This is an optimization exercise on Yosys and OpenROAD, whose aim is small area, a short achievable clock period and few clock cycles, not a production implementation. In this exercise RTL edits were held to simulation tests only and were not proved equivalent to the original.

==> flow/design.v (excerpt) <==
module MDC(clk, rst_n, in_valid, in_data, in_mode, out_valid, out_data);
For scale: ~5300 cells after synthesis, ~750 flip-flops, roughly 240 I/O pins, roughly 0.052 mm^2 of cells after synthesis.
clock: 11.0 ns
lec_check: 0
cap_margin: 20
core_margin: 2
core_utilization: 45
slew_margin: 60
standard.sh (not shown) runs the stock make flow with config.mk's settings and CLKGATE_MAP_FILE= SYNTH_SCRIPT=/design/flow/synth_recipe.tcl, a recipe that flattens the netlist after the stock synthesis.
==> flow/flow/run.sh <==
#!/bin/bash
set -euo pipefail
bash standard.sh SETUP_SLACK_MARGIN=6.75 TNS_END_PERCENT=25 \
  "BUFFER_PORTS_ARGS=-buffer_cell sky130_fd_sc_hd__buf_2" finish > standard.log 2>&1
The first run went through all stages and came out clean.
Testbench counts at the start, summed over its fixed seeds: cycles 33,619.
Next try:
==> flow/flow/run.sh (replaced) <==
#!/bin/bash
set -euo pipefail
bash standard.sh SETUP_SLACK_MARGIN=7 TNS_END_PERCENT=25 \
  "BUFFER_PORTS_ARGS=-buffer_cell sky130_fd_sc_hd__buf_2" finish > standard.log 2>&1
Result:
- The new run finished clean
- wire length came out lower by 1.3%
- non-clock buffer count came out higher by 13
- final cell count barely changes
- register-to-register slack gets better by 0.17 ns
- via count is about the same
- core utilization stays flat
- setup slack gets better by 0.080 ns
- worst hold slack gets worse by 0.0044 ns
- die area is unchanged
Next try:
- SLEW_MARGIN: 60 -> 20
Result: Synthesized area is unchanged; via count stays flat; setup slack is worse by 0.37 ns; core utilization drops by 0.44 points; routed wire length grows by 0.80%; fmax shrinks by 8.0%; flip-flop and latch count stays the same; die area stays the same; register-to-register slack is worse by 0.06 ns; count of clock-buffer cells in the layout shrinks by 6.

Another version of the RTL of MDC (not shown whole).
Size in the first run: ~6100 cells after synthesis, ~840 flip-flops, about 61000 µm² of cells after synthesis.
==> flow/config.mk <==
export PLATFORM = sky130hd
export DESIGN_NAME = MDC
export DESIGN_NICKNAME = MDC
export VERILOG_FILES = /design/flow/design.v
export SDC_FILE = /design/flow/constraint.sdc
export NUM_CORES = 4
export LEC_CHECK = 0
export CAP_MARGIN = 20
export CORE_MARGIN = 2
export CORE_UTILIZATION = 45
export SLEW_MARGIN = 20
==> flow/constraint.sdc <==
create_clock -name core_clock -period 11.0 [get_ports {clk}]
set_input_delay 2.2000 -clock core_clock [delete_from_list [all_inputs] [get_ports {clk}]]
set_output_delay 2.2000 -clock core_clock [all_outputs]
set_load 0.01 [all_outputs]
==> flow/flow/run.sh <==
#!/bin/bash
set -euo pipefail
bash standard.sh SETUP_SLACK_MARGIN=7 TNS_END_PERCENT=25 \
  "BUFFER_PORTS_ARGS=-buffer_cell sky130_fd_sc_hd__buf_2" finish > standard.log 2>&1
Testbench counts at the start, summed over its fixed seeds: cycles 30,937.
Rerun with:
==> flow/flow/run.sh (replaced) <==
#!/bin/bash
set -euo pipefail
bash standard.sh SETUP_SLACK_MARGIN=7 TNS_END_PERCENT=5 \
  "BUFFER_PORTS_ARGS=-buffer_cell sky130_fd_sc_hd__buf_2" finish > standard.log 2>&1
Design area came out lower by 0.79%.
Clock skew hardly moves.
Via count shrinks by 0.39%.
Register-to-register slack got worse by 0.04 ns.
Die area does not change.
Utilization decreases by 0.41 points.
Synthesized cell count is unchanged.
Worst setup slack got worse by 0.015 ns.
Routed wire length drops by 0.69%.
Rerun with:
==> flow/flow/run.sh (replaced) <==
#!/bin/bash
set -euo pipefail
bash standard.sh SETUP_SLACK_MARGIN=7 TNS_END_PERCENT=25 \
  "BUFFER_PORTS_ARGS=-buffer_cell sky130_fd_sc_hd__buf_2" finish > standard.log 2>&1
Settings changed: SLEW_MARGIN 20 to 60.
What happened: Final cell count rises by 0.58%. Worst setup slack is better by 0.078 ns. Register-to-register slack improves by 0.26 ns. Via count went up by 0.58%. Clock-buffer cell count decreases by 16. Hold slack hardly moves. Sequential share of layout area shrinks by 0.43 points. Clock skew climbs by 0.0070 ns.

MDC, a different RTL version from the one above (not shown whole).
For scale: roughly 800 flip-flops, ~240 I/O pins, ~59,000 um2 of cells after synthesis.
make LEC_CHECK=0 CAP_MARGIN=20 CORE_MARGIN=2 CORE_UTILIZATION=45 SLEW_MARGIN=20 finish   # period 11.0 ns
run.sh (not shown) runs the stock make flow with config.mk's settings and CLKGATE_MAP_FILE= SYNTH_SCRIPT=/design/flow/synth_recipe.tcl, a recipe that flattens the netlist after the stock synthesis.
Stock flow here: none of the scripts above is used.
Testbench counts at the start, summed over its fixed seeds: cycles 30,937.
Then changed:
==> flow/flow/run.sh (new file) <==
#!/bin/bash
# The standard layout (the standard.sh: unchanged synthesis, floorplan, placement, CTS,
# routing), with timing repair aiming below the design's period: SETUP_SLACK_MARGIN asks
# repair_timing for that much positive slack at the design's clock period.
set -euo pipefail
bash standard.sh SETUP_SLACK_MARGIN=7 finish > standard.log 2>&1
==> flow/standard.sh (new file) <==
#!/bin/bash
# synth_recipe.tcl (not shown) runs the flow's synth.tcl, then flattens the netlist and writes it again
# the make line also repeats each setting of config.mk as NAME=value (left out here)
make -C /OpenROAD-flow-scripts/flow DESIGN_CONFIG=/design/flow/config.mk WORK_HOME=/design/flow/orfs CLKGATE_MAP_FILE= SYNTH_SCRIPT=/design/flow/synth_recipe.tcl "${@:-finish}"
removed: flow/run.sh
Cell count increases by 2.7%; utilization increases by 3.0 points; flip-flop and latch count does not change; worst setup slack is better by 1.5 ns; die area stays the same; global-route usage increases by 0.75 points; non-clock buffer count increases by 204; via count increases by 3.2%; wire length increases by 3.6%.

## afterwards: timing with drivers on the ports
No port has a modelled driver above. Below, the same layouts with a new extraction and two added sets of constraints. Step 1 sets driving cells, clkbuf_16 on the clock port and buf_2 on the other inputs (assumed; they add their load-dependent delay and slew). Step 2 adds t to the input delays and takes it off the output delays; t is the mean of the earliest and latest rising clock arrival at the registers after step 1. Input paths then give back, and output paths get back, about the clock's delay inside the block. a / b / c = ideal ports / drivers / drivers and shift; a / b = the first two.
| run | t, ns | setup WS [ns] | worst hold slack (ns) |
|---|---|---|---|
| the first run of note 1 | 0.775 | 6.612 / 6.537 / 6.370 | 0.525 / 0.525 / 0.525 |
| the second run of note 1 | 0.786 | 6.692 / 6.611 / 6.324 | 0.521 / 0.521 / 0.521 |
| the third run of note 1 | 0.803 | 6.319 / 6.237 / 6.359 | 0.511 / 0.511 / 0.511 |
| the first run of note 2 | 0.820 | 6.569 / 6.485 / 6.270 | 0.469 / 0.469 / 0.469 |
| the second run of note 2 | 0.820 | 6.554 / 6.472 / 6.269 | 0.469 / 0.469 / 0.469 |
| the third run of note 2 | 0.825 | 6.632 / 6.546 / 6.315 | 0.470 / 0.470 / 0.470 |
| the first run of note 3 | 0.813 | 4.732 / 4.649 / 5.409 | 0.475 / 0.475 / 0.475 |
| the second run of note 3 | 0.800 | 6.200 / 6.122 / 6.127 | 0.469 / 0.469 / 0.469 |
After both steps setup and hold are still met in every run listed. For the second run of note 1, which loses most, drivers alone change the setup slack by -0.081 ns; drivers and shift together by -0.368 ns.
